Background: an optimization exercise with open tools, aiming at small area. Do not read the settings as production practice.
Only the layout flow was run in this run; the RTL was not checked for function there.

<file path="design/flow/flow/run.sh">
#!/bin/bash
set -euo pipefail
export BUFFER_PORTS_ARGS="-buffer_cell sky130_fd_sc_hd__buf_1"
bash standard.sh finish > standard_flow.log 2>&1
</file>
<file path="design/flow/standard.sh">
#!/bin/bash
# synth_recipe.tcl (not shown) runs the flow's synth.tcl, then flattens the netlist and writes it again
# the make line also repeats each setting of config.mk as NAME=value (left out here)
make -C /OpenROAD-flow-scripts/flow DESIGN_CONFIG=/design/flow/config.mk WORK_HOME=/design/flow/orfs CLKGATE_MAP_FILE= SYNTH_SCRIPT=/design/flow/synth_recipe.tcl "${@:-finish}"
</file>
<file path="design/flow/config.mk">
export PLATFORM = sky130hd
export DESIGN_NAME = rgb_to_ycrcb_converter
export DESIGN_NICKNAME = rgb_to_ycrcb_converter
export VERILOG_FILES = /design/flow/design.v
export SDC_FILE = /design/flow/constraint.sdc
export NUM_CORES = 4
export LEC_CHECK = 0
export CAP_MARGIN = 20
export CORE_MARGIN = 2
export CORE_UTILIZATION = 40
export SLEW_MARGIN = 20
export SYNTH_HIERARCHICAL = 1
</file>
<file path="design/flow/constraint.sdc">
create_clock -name core_clock -period 10.0 [get_ports {clk}]
set_input_delay 2.0000 -clock core_clock [delete_from_list [all_inputs] [get_ports {clk}]]
set_output_delay 2.0000 -clock core_clock [all_outputs]
set_load 0.01 [all_outputs]
</file>
<file path="design/flow/design.v">
module rgb_to_ycrcb_converter
#(
	parameter DATAIN_WIDTH 	= 32,
	parameter DATAOUT_WIDTH = 32
)
(
	input		clk		,
	input		rst		,
	input      	[DATAIN_WIDTH-1:0]	datain	,
	input             		datain_valid	,
	output	reg		datain_ready			,
	output      	[DATAOUT_WIDTH-1:0]	dataout			,
	output  reg           		dataout_valid ,
	input				dataout_ready
);
	reg [7:0] G0;
	reg [8:0] D1;
	reg [8:0] D2;
	reg [7:0] Y2;
	reg [8:0] Q3;
	reg [8:0] Q4;
	reg v1;
	wire s0 = datain[16] ^ datain[8];
	wire c1 = ~datain[16] | datain[8];
	wire s2, c3;
	rgb_fa u4 (.a(~datain[17]), .b(datain[9]), .c(c1), .s(s2), .co(c3));
	wire s5, c6;
	rgb_fa u7 (.a(datain[10]), .b(~datain[18]), .c(c3), .s(s5), .co(c6));
	wire s8, c9;
	rgb_fa u10 (.a(datain[11]), .b(~datain[19]), .c(c6), .s(s8), .co(c9));
	wire s11, c12;
	rgb_fa u13 (.a(datain[12]), .b(~datain[20]), .c(c9), .s(s11), .co(c12));
	wire s14, c15;
	rgb_fa u16 (.a(datain[13]), .b(~datain[21]), .c(c12), .s(s14), .co(c15));
	wire s17, c18;
	rgb_fa u19 (.a(datain[14]), .b(~datain[22]), .c(c15), .s(s17), .co(c18));
	wire s20, c21;
	rgb_fa u22 (.a(datain[15]), .b(~datain[23]), .c(c18), .s(s20), .co(c21));
	wire s23 = datain[16] ^ datain[24];
	wire c24 = ~datain[16] | datain[24];
	wire s25, c26;
	rgb_fa u27 (.a(~datain[17]), .b(datain[25]), .c(c24), .s(s25), .co(c26));
	wire s28, c29;
	rgb_fa u30 (.a(~datain[18]), .b(datain[26]), .c(c26), .s(s28), .co(c29));
	wire s31, c32;
	rgb_fa u33 (.a(~datain[19]), .b(datain[27]), .c(c29), .s(s31), .co(c32));
	wire s34, c35;
	rgb_fa u36 (.a(~datain[20]), .b(datain[28]), .c(c32), .s(s34), .co(c35));
	wire s37, c38;
	rgb_fa u39 (.a(~datain[21]), .b(datain[29]), .c(c35), .s(s37), .co(c38));
	wire s40, c41;
	rgb_fa u42 (.a(~datain[22]), .b(datain[30]), .c(c38), .s(s40), .co(c41));
	wire s43, c44;
	rgb_fa u45 (.a(~datain[23]), .b(datain[31]), .c(c41), .s(s43), .co(c44));
	wire s46 = D1[0] ^ D1[7];
	wire c47 = ~D1[0] & D1[7];
	wire s48, c49;
	rgb_fa u50 (.a(~D1[1]), .b(D1[4]), .c(D1[8]), .s(s48), .co(c49));
	wire s51, c52;
	assign c52 = c47 & s48;
	wire s54, c55;
	rgb_fa u56 (.a(D1[0]), .b(~D1[2]), .c(D1[5]), .s(s54), .co(c55));
	wire s57, c58;
	assign c58 = (c49 & s54) | (c49 & c52) | (s54 & c52);
	wire s60, c61;
	rgb_fa u62 (.a(D1[1]), .b(~D1[3]), .c(D1[6]), .s(s60), .co(c61));
	wire s63, c64;
	assign c64 = (c55 & s60) | (c55 & c58) | (s60 & c58);
	wire s66, c67;
	rgb_fa u68 (.a(D1[0]), .b(D1[2]), .c(D1[7]), .s(s66), .co(c67));
	wire s69, c70;
	rgb_fa u71 (.a(~D1[4]), .b(s66), .c(c61), .s(s69), .co(c70));
	wire s72, c73;
	assign c73 = s69 & c64;
	wire s75, c76;
	rgb_fa u77 (.a(D1[1]), .b(D1[3]), .c(D1[8]), .s(s75), .co(c76));
	wire s78, c79;
	rgb_fa u80 (.a(~D1[5]), .b(c67), .c(s75), .s(s78), .co(c79));
	wire s81, c82;
	rgb_fa u83 (.a(c70), .b(s78), .c(c73), .s(s81), .co(c82));
	wire s84, c85;
	rgb_fa u86 (.a(~D2[3]), .b(D2[5]), .c(D2[5]), .s(s84), .co(c85));
	wire s87, c88;
	rgb_fa u89 (.a(~D2[2]), .b(D2[6]), .c(c85), .s(s87), .co(c88));
	wire s90 = s84 ^ s87;
	wire c91 = ~s84 & ~s87;
	wire s92, c93;
	rgb_fa u94 (.a(D2[1]), .b(~D2[3]), .c(~D2[5]), .s(s92), .co(c93));
	wire s95, c96;
	rgb_fa u97 (.a(D2[7]), .b(s92), .c(c88), .s(s95), .co(c96));
	wire s98 = c91 ^ s95;
	wire c99 = c91 | ~s95;
	wire s100, c101;
	rgb_fa u102 (.a(~D2[2]), .b(D2[4]), .c(D2[6]), .s(s100), .co(c101));
	wire s103, c104;
	rgb_fa u105 (.a(~D2[8]), .b(~c93), .c(s100), .s(s103), .co(c104));
	wire s106, c107;
	rgb_fa u108 (.a(s103), .b(~c96), .c(c99), .s(s106), .co(c107));
	wire s109, c110;
	rgb_fa u111 (.a(D2[0]), .b(D2[5]), .c(D2[7]), .s(s109), .co(c110));
	wire s112, c113;
	rgb_fa u114 (.a(~D2[3]), .b(s109), .c(c101), .s(s112), .co(c113));
	wire s115, c116;
	rgb_fa u117 (.a(c104), .b(s112), .c(c107), .s(s115), .co(c116));
	wire s118 = s106 ^ s115;
	wire c119 = s106 | s115;
	wire s120, c121;
	rgb_fa u122 (.a(D2[1]), .b(D2[6]), .c(D2[8]), .s(s120), .co(c121));
	wire s123, c124;
	rgb_fa u125 (.a(~D2[4]), .b(c110), .c(s120), .s(s123), .co(c124));
	wire s126, c127;
	rgb_fa u128 (.a(c113), .b(s123), .c(c116), .s(s126), .co(c127));
	wire s129, c130;
	assign c130 = c119 & s126;
	wire s132, c133;
	rgb_fa u134 (.a(D2[2]), .b(~D2[5]), .c(D2[7]), .s(s132), .co(c133));
	wire s135, c136;
	rgb_fa u137 (.a(c121), .b(s132), .c(c124), .s(s135), .co(c136));
	wire s138, c139;
	rgb_fa u140 (.a(s135), .b(c127), .c(c130), .s(s138), .co(c139));
	wire s141, c142;
	rgb_fa u143 (.a(D1[2]), .b(D1[4]), .c(D2[3]), .s(s141), .co(c142));
	wire s144, c145;
	rgb_fa u146 (.a(D1[6]), .b(D2[6]), .c(~D2[8]), .s(s144), .co(c145));
	wire s147, c148;
	rgb_fa u149 (.a(c76), .b(s141), .c(c133), .s(s147), .co(c148));
	wire s150, c151;
	rgb_fa u152 (.a(~s144), .b(c79), .c(s147), .s(s150), .co(c151));
	wire s153, c154;
	rgb_fa u155 (.a(c136), .b(s150), .c(c82), .s(s153), .co(c154));
	wire s156, c157;
	rgb_fa u158 (.a(s81), .b(s153), .c(c139), .s(s156), .co(c157));
	wire s159 = s138 ^ s156;
	wire c160 = s138 | s156;
	wire s161, c162;
	rgb_fa u163 (.a(D1[3]), .b(D1[5]), .c(D2[4]), .s(s161), .co(c162));
	wire s164, c165;
	rgb_fa u166 (.a(D1[7]), .b(D2[7]), .c(c145), .s(s164), .co(c165));
	wire s167, c168;
	rgb_fa u169 (.a(c142), .b(s161), .c(c148), .s(s167), .co(c168));
	wire s170, c171;
	rgb_fa u172 (.a(~s164), .b(s167), .c(c151), .s(s170), .co(c171));
	wire s173, c174;
	rgb_fa u175 (.a(s170), .b(c154), .c(c157), .s(s173), .co(c174));
	wire s176, c177;
	rgb_ha u178 (.a(c160), .b(s173), .s(s176), .co(c177));
	wire s179, c180;
	rgb_fa u181 (.a(D1[4]), .b(D1[6]), .c(D2[5]), .s(s179), .co(c180));
	wire s182, c183;
	rgb_fa u184 (.a(~D1[8]), .b(~D2[8]), .c(c162), .s(s182), .co(c183));
	wire s185, c186;
	rgb_fa u187 (.a(s179), .b(~c165), .c(s182), .s(s185), .co(c186));
	wire s188, c189;
	rgb_fa u190 (.a(c168), .b(s185), .c(c171), .s(s188), .co(c189));
	wire s191, c192;
	rgb_fa u193 (.a(s188), .b(c174), .c(c177), .s(s191), .co(c192));
	wire s194, c195;
	rgb_fa u196 (.a(D1[5]), .b(D1[7]), .c(D2[6]), .s(s194), .co(c195));
	wire s197, c198;
	rgb_fa u199 (.a(c180), .b(s194), .c(c183), .s(s197), .co(c198));
	wire s200, c201;
	rgb_fa u202 (.a(c186), .b(s197), .c(c189), .s(s200), .co(c201));
	wire s203, c204;
	rgb_fa u205 (.a(s200), .b(c192), .c(s191), .s(s203), .co(c204));
	wire s206, c207;
	rgb_fa u208 (.a(D1[6]), .b(D1[8]), .c(D2[7]), .s(s206), .co(c207));
	wire s209, c210;
	rgb_fa u211 (.a(c195), .b(s206), .c(c198), .s(s209), .co(c210));
	wire s212, c213;
	rgb_fa u214 (.a(s209), .b(c201), .c(c204), .s(s212), .co(c213));
	wire s215, c216;
	rgb_fa u217 (.a(D1[7]), .b(D2[8]), .c(c207), .s(s215), .co(c216));
	wire s218, c219;
	rgb_fa u220 (.a(s215), .b(c210), .c(c213), .s(s218), .co(c219));
	wire s221, c222;
	rgb_fa u223 (.a(D1[8]), .b(c216), .c(c219), .s(s221), .co(c222));
	wire s224 = G0[0] ^ s159;
	wire c225 = G0[0] & ~s159;
	wire s226, c227;
	rgb_fa u228 (.a(G0[1]), .b(c225), .c(s176), .s(s226), .co(c227));
	wire s229, c230;
	rgb_fa u231 (.a(G0[2]), .b(c227), .c(~s191), .s(s229), .co(c230));
	wire s232, c233;
	rgb_fa u234 (.a(G0[3]), .b(s203), .c(c230), .s(s232), .co(c233));
	wire s235, c236;
	rgb_fa u237 (.a(G0[4]), .b(s212), .c(c233), .s(s235), .co(c236));
	wire s238, c239;
	rgb_fa u240 (.a(G0[5]), .b(s218), .c(c236), .s(s238), .co(c239));
	wire s241, c242;
	rgb_fa u243 (.a(G0[6]), .b(s221), .c(c239), .s(s241), .co(c242));
	wire s244, c245;
	rgb_fa u246 (.a(G0[7]), .b(~c222), .c(c242), .s(s244), .co(c245));
	wire s247 = c222 ^ c245;
	wire s248 = D1[0] ^ s159;
	wire c249 = D1[0] | s159;
	wire s250, c251;
	rgb_fa u252 (.a(D1[1]), .b(c249), .c(~s176), .s(s250), .co(c251));
	wire s253, c254;
	rgb_fa u255 (.a(D1[2]), .b(s191), .c(c251), .s(s253), .co(c254));
	wire s256, c257;
	rgb_fa u258 (.a(D1[3]), .b(~s203), .c(c254), .s(s256), .co(c257));
	wire s259, c260;
	rgb_fa u261 (.a(D1[4]), .b(~s212), .c(c257), .s(s259), .co(c260));
	wire s262, c263;
	rgb_fa u264 (.a(D1[5]), .b(~s218), .c(c260), .s(s262), .co(c263));
	wire s265, c266;
	rgb_fa u267 (.a(D1[6]), .b(~s221), .c(c263), .s(s265), .co(c266));
	wire s268, c269;
	rgb_fa u270 (.a(D1[7]), .b(c222), .c(c266), .s(s268), .co(c269));
	wire s271 = D1[8] ^ c222 ^ c269;
	wire s272 = ~s271 ^ ~s247;
	wire s273, c274;
	rgb_ha u275 (.a(D2[0]), .b(s159), .s(s273), .co(c274));
	wire s276, c277;
	rgb_fa u278 (.a(D2[1]), .b(c274), .c(~s176), .s(s276), .co(c277));
	wire s279, c280;
	rgb_fa u281 (.a(D2[2]), .b(s191), .c(c277), .s(s279), .co(c280));
	wire s282, c283;
	rgb_fa u284 (.a(D2[3]), .b(~s203), .c(c280), .s(s282), .co(c283));
	wire s285, c286;
	rgb_fa u287 (.a(D2[4]), .b(~s212), .c(c283), .s(s285), .co(c286));
	wire s288, c289;
	rgb_fa u290 (.a(D2[5]), .b(~s218), .c(c286), .s(s288), .co(c289));
	wire s291, c292;
	rgb_fa u293 (.a(D2[6]), .b(~s221), .c(c289), .s(s291), .co(c292));
	wire s294, c295;
	rgb_fa u296 (.a(D2[7]), .b(c222), .c(c292), .s(s294), .co(c295));
	wire s297 = D2[8] ^ c222 ^ c295;
	wire s298 = ~s297 ^ ~s247;
	wire s299, c300;
	rgb_fa u301 (.a(Q3[4]), .b(Q3[7]), .c(~Q3[8]), .s(s299), .co(c300));
	wire s302, c303;
	rgb_fa u304 (.a(Q3[7]), .b(c300), .c(s299), .s(s302), .co(c303));
	wire s305, c306;
	rgb_fa u307 (.a(Q3[3]), .b(Q3[6]), .c(~Q3[8]), .s(s305), .co(c306));
	wire s308, c309;
	rgb_fa u310 (.a(s305), .b(c303), .c(s302), .s(s308), .co(c309));
	wire s311, c312;
	rgb_fa u313 (.a(Q3[4]), .b(Q3[7]), .c(c306), .s(s311), .co(c312));
	wire s314, c315;
	rgb_fa u316 (.a(s311), .b(c309), .c(s308), .s(s314), .co(c315));
	wire s317, c318;
	rgb_fa u319 (.a(Q3[5]), .b(~Q3[8]), .c(c312), .s(s317), .co(c318));
	wire s320, c321;
	assign c321 = (s317 & c315) | (s317 & s314) | (c315 & s314);
	wire s323, c324;
	rgb_fa u325 (.a(Q3[0]), .b(Q3[6]), .c(c318), .s(s323), .co(c324));
	wire s326, c327;
	assign c327 = s323 & c321;
	wire s329, c330;
	rgb_fa u331 (.a(~Q3[1]), .b(Q3[7]), .c(c324), .s(s329), .co(c330));
	wire s332, c333;
	assign c333 = s329 & c327;
	wire s335, c336;
	rgb_fa u337 (.a(Q3[2]), .b(Q3[8]), .c(~c330), .s(s335), .co(c336));
	wire s338 = s335 ^ c333;
	wire c339 = ~s335 | c333;
	wire s340, c341;
	rgb_fa u342 (.a(Q3[0]), .b(Q3[3]), .c(c336), .s(s340), .co(c341));
	wire s343 = c339 ^ s340;
	wire c344 = c339 | ~s340;
	wire s345, c346;
	rgb_fa u347 (.a(~Q3[1]), .b(Q3[4]), .c(c341), .s(s345), .co(c346));
	wire s348 = c344 ^ s345;
	wire c349 = c344 | ~s345;
	wire s350, c351;
	rgb_fa u352 (.a(~Q3[2]), .b(Q3[5]), .c(c346), .s(s350), .co(c351));
	wire s353 = c349 ^ s350;
	wire c354 = c349 | ~s350;
	wire s355, c356;
	rgb_fa u357 (.a(~Q3[3]), .b(Q3[6]), .c(c351), .s(s355), .co(c356));
	wire s358 = c354 ^ s355;
	wire c359 = c354 | ~s355;
	wire s360, c361;
	rgb_fa u362 (.a(~Q3[4]), .b(Q3[7]), .c(c356), .s(s360), .co(c361));
	wire s363 = c359 ^ s360;
	wire c364 = c359 | ~s360;
	wire s365, c366;
	rgb_fa u367 (.a(Q3[5]), .b(Q3[8]), .c(c364), .s(s365), .co(c366));
	wire s368 = c361 ^ s365;
	wire c369 = ~c361 & s365;
	wire s370, c371;
	rgb_fa u372 (.a(Q3[6]), .b(c366), .c(c369), .s(s370), .co(c371));
	wire s373 = Q3[7] ^ c371 ^ s370;
	wire s374 = Q4[0] ^ Q4[5];
	wire c375 = ~Q4[0] & Q4[5];
	wire s376, c377;
	assign c377 = (Q4[1] & Q4[7]) | (Q4[1] & ~c375) | (Q4[7] & ~c375);
	wire s379, c380;
	rgb_fa u381 (.a(Q4[2]), .b(~Q4[8]), .c(c377), .s(s379), .co(c380));
	wire s382, c383;
	rgb_fa u384 (.a(Q4[3]), .b(c380), .c(s379), .s(s382), .co(c383));
	wire s385, c386;
	rgb_fa u387 (.a(Q4[4]), .b(c383), .c(s382), .s(s385), .co(c386));
	wire s388, c389;
	rgb_fa u390 (.a(Q4[5]), .b(c386), .c(s385), .s(s388), .co(c389));
	wire s391, c392;
	rgb_fa u393 (.a(~Q4[0]), .b(Q4[6]), .c(c389), .s(s391), .co(c392));
	wire s394 = s388 ^ s391;
	wire c395 = ~s388 & ~s391;
	wire s396, c397;
	rgb_fa u398 (.a(~Q4[1]), .b(Q4[7]), .c(c392), .s(s396), .co(c397));
	wire s399 = c395 ^ s396;
	wire c400 = c395 & ~s396;
	wire s401, c402;
	rgb_fa u403 (.a(Q4[2]), .b(Q4[8]), .c(c400), .s(s401), .co(c402));
	wire s404 = c397 ^ s401;
	wire c405 = ~c397 | s401;
	wire s406, c407;
	rgb_fa u408 (.a(Q4[3]), .b(c402), .c(c405), .s(s406), .co(c407));
	wire s409, c410;
	rgb_fa u411 (.a(Q4[4]), .b(c407), .c(s406), .s(s409), .co(c410));
	wire s412, c413;
	rgb_fa u414 (.a(Q4[5]), .b(c410), .c(s409), .s(s412), .co(c413));
	wire s415, c416;
	rgb_fa u417 (.a(Q4[6]), .b(c413), .c(s412), .s(s415), .co(c416));
	wire s418, c419;
	rgb_fa u420 (.a(Q4[7]), .b(c416), .c(s415), .s(s418), .co(c419));
	wire s421 = Q4[8] ^ c419 ^ s418;
	always @(posedge clk) begin
		G0 <= {datain[23], datain[22], datain[21], datain[20], datain[19], datain[18], datain[17], datain[16]};
		D1 <= {c21, s20, s17, s14, s11, s8, s5, s2, s0};
		D2 <= {c44, s43, s40, s37, s34, s31, s28, s25, s23};
		Y2 <= {s244, s241, s238, s235, s232, s229, s226, s224};
		Q3 <= {s272, s268, s265, s262, s259, s256, s253, s250, s248};
		Q4 <= {s298, s294, s291, s288, s285, s282, s279, s276, s273};
		if (rst) begin
			datain_ready <= 1'b0; v1 <= 1'b0; dataout_valid <= 1'b0;
		end else begin
			datain_ready <= dataout_ready; v1 <= datain_valid; dataout_valid <= v1;
		end
	end
	assign dataout = {Y2 ^ 8'b00000001, {s373, s370, s368, s363, s358, s353, s348, s343} ^ 8'b01100000, {s421, s418, s415, s412, s409, s406, s404, s399} ^ 8'b01111101, 8'h00};
endmodule
module rgb_fa (input a, input b, input c, output s, output co);
	assign s = a ^ b ^ c;
	assign co = (a & b) | (a & c) | (b & c);
endmodule
module rgb_ha (input a, input b, output s, output co);
	assign s = a ^ b;
	assign co = a & b;
endmodule
</file>
==> run summary <==
[Yosys stat by module (local to each module, per instance)]
module                  area (um^2)  times used  cells inside
rgb_fa                         20.0         114             1
rgb_ha                         12.5           2             1
rgb_to_ycrcb_converter         1880           1           188
[flip-flops by register name (all words and copies together), names as in the netlist]
name / flops
D1: 9
D2: 9
G0: 8
Q3: 9
Q4: 9
Y2: 8
datain_ready: 1
dataout_valid: 1
v1: 1
[cell families after synthesis]
kind of cell,share of synthesized area [%]
fa+ha+maj,59.2
buf+inv,10.6
flops,26.3
xor+xnor,1.67
simple gates,1.02
compound gates,1.14
other cells,0.0895
[synthesized netlist by cell type (all sizes together), types with 2 or more instances]
library cell and number:
ha 15, inv 72, buf 23, xnor2 8
a31oi 3, nand2 2, nor2b 3, nor2 2
fa 114, dfxtp 55
[routing by layer]
metal	up-vias	wire length, um	GRT usage (%)	part of all wire [%]
met5	-	0	0	0
met4	0	65	3.10	1.1
met3	5	196	1.96	3.2
met2	40	3350	23.2	55
met1	1051	2510	15.4	41
li1	931	-	-	-
[worst max-delay path: cells and delay by family (launching register included)]
kind                       cells  cell delay (ns)
AOI/OAI and AO/OA              1             0.20
xor gates and xnor gates       2             0.31
adders and majority gates     14             5.83
buffers and inverters          4             0.30
DFF                            1             0.44
and+or+nand+nor                1             0.08
[cell type report]
cell class	instances	share of cell area (%)
multi-input cells	161	59.5
inverters	72	6.02
clock buffers	7	1.70
clock inverters	1	0.111
well taps	136	3.79
flip-flops and latches	55	24.5
repair buffers	53	4.43
[worst paths after layout]
| path | start | end | slack, ns | depth (start not counted) |
|---|---|---|---|---|
| setup / recovery | Q4[7] | dataout[15] | 0.54 | 22 |
| hold / removal | v1 | dataout_valid | 0.44 | 1 |
| setup reg to reg | D2[3] | Q3[8] | 1.36 | 22 |
| hold reg to reg | v1 | dataout_valid | 0.44 | 1 |
==> metrics.cfg <==
[layout]
drive_gt1_share_pct=2.01
final_cell_mix=fa_1 (114), inv_1 (72), dfxtp_1 (55)
nFillCells=964
seq_area_um2=1100
num-nets-final=513
final_core_util_pct=43.9
layout_commonest_cell=fa_1
area_delta_synth_final_pct=7.26
fin_cells=485
diodes=0
design_area_um2=4490
multi_input_area_um2=2670

[cts]
clkLatencyLatePin_ns=0.30
cts.sinks=55
cts_tree=built
clk_path_buf_depth=2
cts_buffers=5
path_clk_slew_ns=0.09
ctsRootBufferMaster=clkbuf_8
cts_resized=0
htreeDepth=2
post_cts_buffers=0
hold_buffers=0

[yosys]
yosys_most_used_dff=dfxtp_1
synth_top_cell_area_share_pct=54.5
synth_largest_area_cell=fa_1
yosys_warnings=7
yosys-top-cells-area=fa_1 (54%), dfxtp_1 (26%), inv_1 (6.5%), ha_1 (4.5%), buf_4 (4.1%)
synthCells=304
ys_async_sr_fraction_pct=0
synth-seq-area-share_pct=26.3
synth_seq_cells=55
synth_edf_count=0
yosysUniqueCellTypes=17
synth_area_um2=4190
syn_avg_cell_area_um2=13.8

[sta]
hold_viol_final=0
setup_viol=0
period_needed_ns=9.46
worst_slack_ns=0.535
rsz0062_at_grt=false
clock.fmax_mhz=106
hold_slack_ns=0.445
drv_slew=0
setup_tns_ns=0
post-route-period-util_pct=94.6
fin_skew_ns=0.00837

[worst_setup_path]
worstSetupEndpointType=output port
path_cells=nand2_1 > a31oi_1 > fa_1 > fa_1 > fa_1 > fa_1 > fa_1 > fa_1 > inv_1 > ha_1 > fa_1 > inv_1 > ha_1 > inv_1 > fa_1 > fa_1 > fa_1 > fa_1 > fa_1 > xnor2_1 > xnor2_1 > buf_1
critPathLaunchType=flop
crit_fanout=4
crit_path_frequent_cell=fa_1
cp_slowest_stage_delay_ns=0.54
crit_type=reg2out
worstPathRequired_ns=8.00
worst_ep_arrival_time_ns=7.46
critPathSlowestCell=fa_1

[detailed_routing]
drc=0
detail_route.wl_per_cell_um=12.6
vias=2027
wl_um=6120
via_per_inst=4.18
postRouteAntennaNets=0
dr.pass1.iters=4
drt_iter0_drc=40

[global_routing]
grt_util_all_layers_pct=12.6
antenna_found_initial=0
grt_max_degree=16
grt_pass1_vias=2386
grt_pass1_wl_um=11000
grt.overflow.total=0

[placed_design]
gp_congestion=0.802
place_ws_ns=0.833
dp_hpwl_um=5630
placed_area_um2=4410
portBuffers=53
placed_cells=477

[min_path]
holdCritPathClass=reg2reg

[die]
die_h_um=106
core-area_um2=10200
die_area_um2=11300
dieWidth_um=106
start_util_pct=40.9
ios=70
rows=37

[run_status]
status=complete, no violations

[job]
drv_cap=0

==> static timing again, ports no longer ideal <==
Ports are ideal in the flow. The routed layout listed here was re-timed in OpenROAD. Step 1, drivers: a clkbuf_16 drives clk and a buf_2 each remaining input, both assumed. Step 2 times the ports against the registers' clock, not the clock port: input delays grow and output delays shrink by t, the midpoint of the rising clock arrivals with the driver on. a / b / c = no drivers / after step 1 / after step 2; a / b = the first two.
shift t [ns]: 0.327
setup WS [ns]: 0.535 / 0.507 / 0.834
hold slack, ns: 0.445 / 0.445 / 0.445
latest minus earliest clock arrival (ns): 0.008 / 0.008
worst register clock-pin slew, ns: 0.09 / 0.09
After both steps setup and hold are still met in this run. For this run, drivers alone change the setup slack by -0.028 ns; drivers and shift together by +0.299 ns.
